Context: an optimization exercise on an open-source flow, tuned for small area, a short achievable clock period and few clock cycles. The choices shown serve that exercise and are no tape-out recipe.
No driver is modelled on the clock port, so clock power and skew are understated where the tree is cut down; a real chip needs a root buffer or a tree.
Power is estimated from default activity; no workload was simulated.

==> flow/design.v <==
module axi_data_width_downsizer #(
	parameter			DATA_WIDTH_FROM	= 64,
	parameter			DATA_WIDTH_TO	= 8,
	parameter	byte	TID_WIDTH		= 1,
	parameter	byte	TDEST_WIDTH		= 1,
	parameter	byte	TUSER_WIDTH		= 1,
	parameter	bit		TID_EN			= 0,
	parameter	bit		TDEST_EN		= 0,
	parameter	bit		TUSER_EN		= 0
)(
	input logic aclk,
	input logic areset_n,
	output	logic								s_axis_tready,
	input	logic								s_axis_tvalid,
	input	logic [DATA_WIDTH_FROM - 1:0]		s_axis_tdata,
	input	logic [DATA_WIDTH_FROM / 8 - 1:0]	s_axis_tkeep,
	input	logic								s_axis_tlast,
	input	logic [TID_WIDTH - 1:0]				s_axis_tid,
	input	logic [TDEST_WIDTH - 1:0]			s_axis_tdest,
	input	logic [TUSER_WIDTH - 1:0]			s_axis_tuser,
	input	logic								m_axis_tready,
	output	logic								m_axis_tvalid,
	output	logic [DATA_WIDTH_TO - 1:0]			m_axis_tdata,
	output	logic [DATA_WIDTH_TO / 8 - 1:0]		m_axis_tkeep,
	output	logic								m_axis_tlast,
	output	logic [TID_WIDTH - 1:0]				m_axis_tid,
	output	logic [TDEST_WIDTH - 1:0]			m_axis_tdest,
	output	logic [TUSER_WIDTH - 1:0]			m_axis_tuser
);
localparam	COUNT	= DATA_WIDTH_FROM / DATA_WIDTH_TO;
localparam	KW		= DATA_WIDTH_TO / 8;
logic								b_valid;
logic [COUNT - 1:0]					b_sel;
logic								b_end;		 
logic								b_tlast;	 
logic [DATA_WIDTH_FROM - 1:0]		b_data;
logic [DATA_WIDTH_FROM / 8 - 1:0]	b_keep;
logic								b_last;
logic								s_ready_q;	 
logic								o_empty;	 
logic								o_valid_q;	 
logic [DATA_WIDTH_TO - 1:0]			o_data;
logic [KW - 1:0]					o_keep;
logic								o_last;
logic								o_load;
logic [COUNT - 1:0]					chunk_end;	 
logic [COUNT - 1:0]					chunk_last;	 
logic [COUNT - 1:0]					b_sel_up;	 
logic								s_end;		 
logic								s_end1;		 
logic								s_last1;	 
logic [DATA_WIDTH_TO - 1:0]			n_data;
logic [KW - 1:0]					n_keep;
logic								n_last;
logic								g_in;
logic [COUNT - 1:0]					g_sel;
logic								b_valid_n;
logic								o_valid_n;
logic [COUNT - 1:0]					b_sel_n;
logic								b_end_n;
logic								b_tlast_n;
assign s_axis_tready = s_ready_q;
assign m_axis_tvalid = o_valid_q;
assign m_axis_tdata  = o_data;
assign m_axis_tkeep  = o_keep;
assign m_axis_tlast  = o_last;
assign m_axis_tid    = '0;
assign m_axis_tdest  = '0;
assign m_axis_tuser  = '0;
assign o_load = o_empty || m_axis_tready;
always_comb begin
	for (int j = 0; j < COUNT - 1; j++) begin
		chunk_end[j]  = (b_keep[(j + 1) * KW +: KW] == '0);
		chunk_last[j] = chunk_end[j];
	end
	chunk_end[COUNT - 1]  = 1'b1;
	chunk_last[COUNT - 1] = b_last;
end
assign b_sel_up = b_sel << 1;
assign s_end   = (COUNT == 1) || (s_axis_tkeep[KW +: KW] == '0);
assign s_end1  = (COUNT <= 2) || (s_axis_tkeep[2 * KW +: KW] == '0);
assign s_last1 = (COUNT == 2) ? s_axis_tlast : s_end1;
assign g_in  = o_load && s_ready_q;
assign g_sel = o_load ? b_sel : '0;
always_comb begin
	n_data = {DATA_WIDTH_TO{g_in}} & s_axis_tdata[DATA_WIDTH_TO - 1:0];
	n_keep = {KW{g_in}} & s_axis_tkeep[KW - 1:0];
	n_last = (g_in & (COUNT == 1 ? s_axis_tlast : s_end)) | (o_load & b_valid & b_tlast);
	for (int j = 0; j < COUNT; j++) begin
		n_data = n_data | ({DATA_WIDTH_TO{g_sel[j]}} & b_data[j * DATA_WIDTH_TO +: DATA_WIDTH_TO]);
		n_keep = n_keep | ({KW{g_sel[j]}} & b_keep[j * KW +: KW]);
	end
end
always_comb begin
	b_end_n   = b_end;
	b_tlast_n = b_tlast;
	if (b_valid) begin
		o_valid_n = 1'b1;
		if (o_load) begin
			b_valid_n = !b_end;
			b_sel_n   = b_end ? '0 : b_sel_up;
			b_end_n   = |(b_sel_up & chunk_end);
			b_tlast_n = |(b_sel_up & chunk_last);
		end else begin
			b_valid_n = 1'b1;
			b_sel_n   = b_sel;
		end
	end else begin
		o_valid_n = s_axis_tvalid;
		if (o_load) begin
			b_valid_n = s_axis_tvalid && !s_end;
			b_sel_n   = (s_axis_tvalid && !s_end) ? COUNT'(2) : '0;
			b_end_n   = s_end1;
			b_tlast_n = s_last1;
		end else begin
			b_valid_n = s_axis_tvalid;
			b_sel_n   = s_axis_tvalid ? COUNT'(1) : '0;
			b_end_n   = s_end;
			b_tlast_n = (COUNT == 1) ? s_axis_tlast : s_end;
		end
	end
end
always_ff @(posedge aclk) begin
	if (!areset_n) begin
		b_valid   <= 1'b0;
		s_ready_q <= 1'b1;
		b_sel     <= '0;
		o_empty   <= 1'b1;
		o_valid_q <= 1'b0;
	end else begin
		b_valid   <= b_valid_n;
		s_ready_q <= !b_valid_n;
		b_sel     <= b_sel_n;
		if (o_load) begin
			o_empty   <= !o_valid_n;
			o_valid_q <= o_valid_n;
		end
	end
end
always_ff @(posedge aclk) begin
	b_end   <= b_end_n;
	b_tlast <= b_tlast_n;
end
always_ff @(posedge aclk) begin
	b_data <= ({DATA_WIDTH_FROM{s_ready_q}} & s_axis_tdata) | ({DATA_WIDTH_FROM{b_valid}} & b_data);
	b_keep <= ({DATA_WIDTH_FROM / 8{s_ready_q}} & s_axis_tkeep) | ({DATA_WIDTH_FROM / 8{b_valid}} & b_keep);
	b_last <= (s_ready_q & s_axis_tlast) | (b_valid & b_last);
end
always_ff @(posedge aclk) begin
	o_data <= n_data | ({DATA_WIDTH_TO{!o_load}} & o_data);
	o_keep <= n_keep | ({KW{!o_load}} & o_keep);
	o_last <= n_last | (!o_load & o_last);
end
endmodule
module axi_data_width_converter_top #(
	parameter		SLAVE_DATA_WIDTH	= 256,
	parameter		MASTER_DATA_WIDTH	= 32,
	parameter byte	TID_WIDTH			= 1, 
	parameter byte	TDEST_WIDTH			= 1,
	parameter byte	TUSER_WIDTH			= 1,
	parameter bit	TID_EN				= 0,
	parameter bit	TDEST_EN			= 0,
	parameter bit	TUSER_EN			= 0
)(
	input logic aclk,
	input logic areset_n,
	output	logic								s_axis_tready,
	input	logic								s_axis_tvalid,
	input	logic [SLAVE_DATA_WIDTH - 1:0]		s_axis_tdata,
	input	logic [SLAVE_DATA_WIDTH / 8 - 1:0]	s_axis_tkeep,
	input	logic								s_axis_tlast,
	input	logic [TID_WIDTH - 1:0]				s_axis_tid,
	input	logic [TDEST_WIDTH - 1:0]			s_axis_tdest,
	input	logic [TUSER_WIDTH - 1:0]			s_axis_tuser,
	input	logic								m_axis_tready,
	output	logic								m_axis_tvalid,
	output	logic [MASTER_DATA_WIDTH - 1:0]		m_axis_tdata,
	output	logic [MASTER_DATA_WIDTH / 8 - 1:0]	m_axis_tkeep,
	output	logic								m_axis_tlast,
	output	logic [TID_WIDTH - 1:0]				m_axis_tid,
	output	logic [TDEST_WIDTH - 1:0]			m_axis_tdest,
	output	logic [TUSER_WIDTH - 1:0]			m_axis_tuser
);
axi_data_width_downsizer #(
		.DATA_WIDTH_FROM(SLAVE_DATA_WIDTH),
		.DATA_WIDTH_TO(MASTER_DATA_WIDTH),
		.TID_WIDTH(TID_WIDTH),
		.TDEST_WIDTH(TDEST_WIDTH),
		.TUSER_WIDTH(TUSER_WIDTH),
		.TID_EN(TID_EN),
		.TDEST_EN(TDEST_EN),
		.TUSER_EN(TUSER_EN)
	) downsizer(
		.aclk(aclk),
		.areset_n(areset_n),
		.s_axis_tid(s_axis_tid),
		.s_axis_tdest(s_axis_tdest),
		.s_axis_tuser(s_axis_tuser),
		.m_axis_tid(m_axis_tid),
		.m_axis_tdest(m_axis_tdest),
		.m_axis_tuser(m_axis_tuser),
		.s_axis_tready(s_axis_tready),
		.s_axis_tvalid(s_axis_tvalid),
		.s_axis_tkeep(s_axis_tkeep),
		.s_axis_tdata(s_axis_tdata),
		.s_axis_tlast(s_axis_tlast),
		.m_axis_tready(m_axis_tready),
		.m_axis_tvalid(m_axis_tvalid),
		.m_axis_tdata(m_axis_tdata),
		.m_axis_tkeep(m_axis_tkeep),
		.m_axis_tlast(m_axis_tlast)
	);
endmodule
==> flow/config.mk <==
export PLATFORM = sky130hd
export DESIGN_NAME = axi_data_width_converter_top
export DESIGN_NICKNAME = axi_data_width_converter_top
export VERILOG_FILES = /design/flow/design.v
export SDC_FILE = /design/flow/constraint.sdc
export NUM_CORES = 4
export LEC_CHECK = 0
export CAP_MARGIN = 20
export CORE_MARGIN = 2
export CORE_UTILIZATION = 55
export CTS_CLUSTER_DIAMETER = 150
export CTS_CLUSTER_SIZE = 20
export SETUP_SLACK_MARGIN = 2.5
export SLEW_MARGIN = 20
==> flow/constraint.sdc <==
create_clock -name core_clock -period 4.0 [get_ports {aclk}]
set_input_delay 0.8000 -clock core_clock [delete_from_list [all_inputs] [get_ports {aclk}]]
set_output_delay 0.8000 -clock core_clock [all_outputs]
set_load 0.01 [all_outputs]
standard.sh (not shown) runs the stock make flow with config.mk's settings and CLKGATE_MAP_FILE= SYNTH_SCRIPT=/design/flow/synth_recipe.tcl, a recipe that flattens the netlist after the stock synthesis.
==> flow/flow/run.sh <==
#!/bin/bash
# Standard layout, with the port buffers made from the smallest plain buffer
# and the top of the clock tree rebuilt after CTS (flow/post_cts.tcl).
set -euo pipefail
export BUFFER_PORTS_ARGS="-buffer_cell sky130_fd_sc_hd__buf_1"
export POST_CTS_TCL="$PWD/flow/post_cts.tcl"
bash standard.sh > standard.log 2>&1
Other scripts of this flow, unchanged in this note and not shown: flow/flow/post_cts.tcl
Next try:
SETUP_SLACK_MARGIN = 2.3   (was 2.5)
Result:
- setup slack degrades by 34 ps
- cell area falls by 3.5%
- sequential share of layout area increases by 1.7 points
- global-route usage came out lower by 1.2 points
- wire length drops by 6.5%
- die area does not change
Next try:
SETUP_SLACK_MARGIN = 2.4   (was 2.3)
After rerunning:
- die area is unchanged
- total power is about the same
- worst setup slack gains 66 ps
No run of this note included a check of the RTL's function; only the layout flow was run.

## separate check: timing with driven ports
The results above use ideal ports. As a check the final layouts listed here were re-extracted and re-timed, cells and wires unchanged. Step 1: set_driving_cell puts a clkbuf_16 on aclk and a buf_2 on each other input, an assumption about the parent block. Step 2 adds t to the input delays and takes it off the output delays; t is the mean of the earliest and latest rising clock arrival at the registers after step 1. Input paths then give back, and output paths get back, about the clock's delay inside the block. Three values: ideal ports, drivers, drivers and shift; two values: the first two.
run	t, ns	setup WS [ns]	cell pins on the clock port's net
the first run	0.419	2.334 / 2.287 / 1.978	4
the second run	0.414	2.300 / 2.303 / 1.965	4
the third run	0.410	2.366 / 2.310 / 2.013	4
After both steps every run listed still meets setup and hold. The setup slack of the first run, which loses most, moves by -0.047 ns with the drivers and by -0.356 ns with both steps.
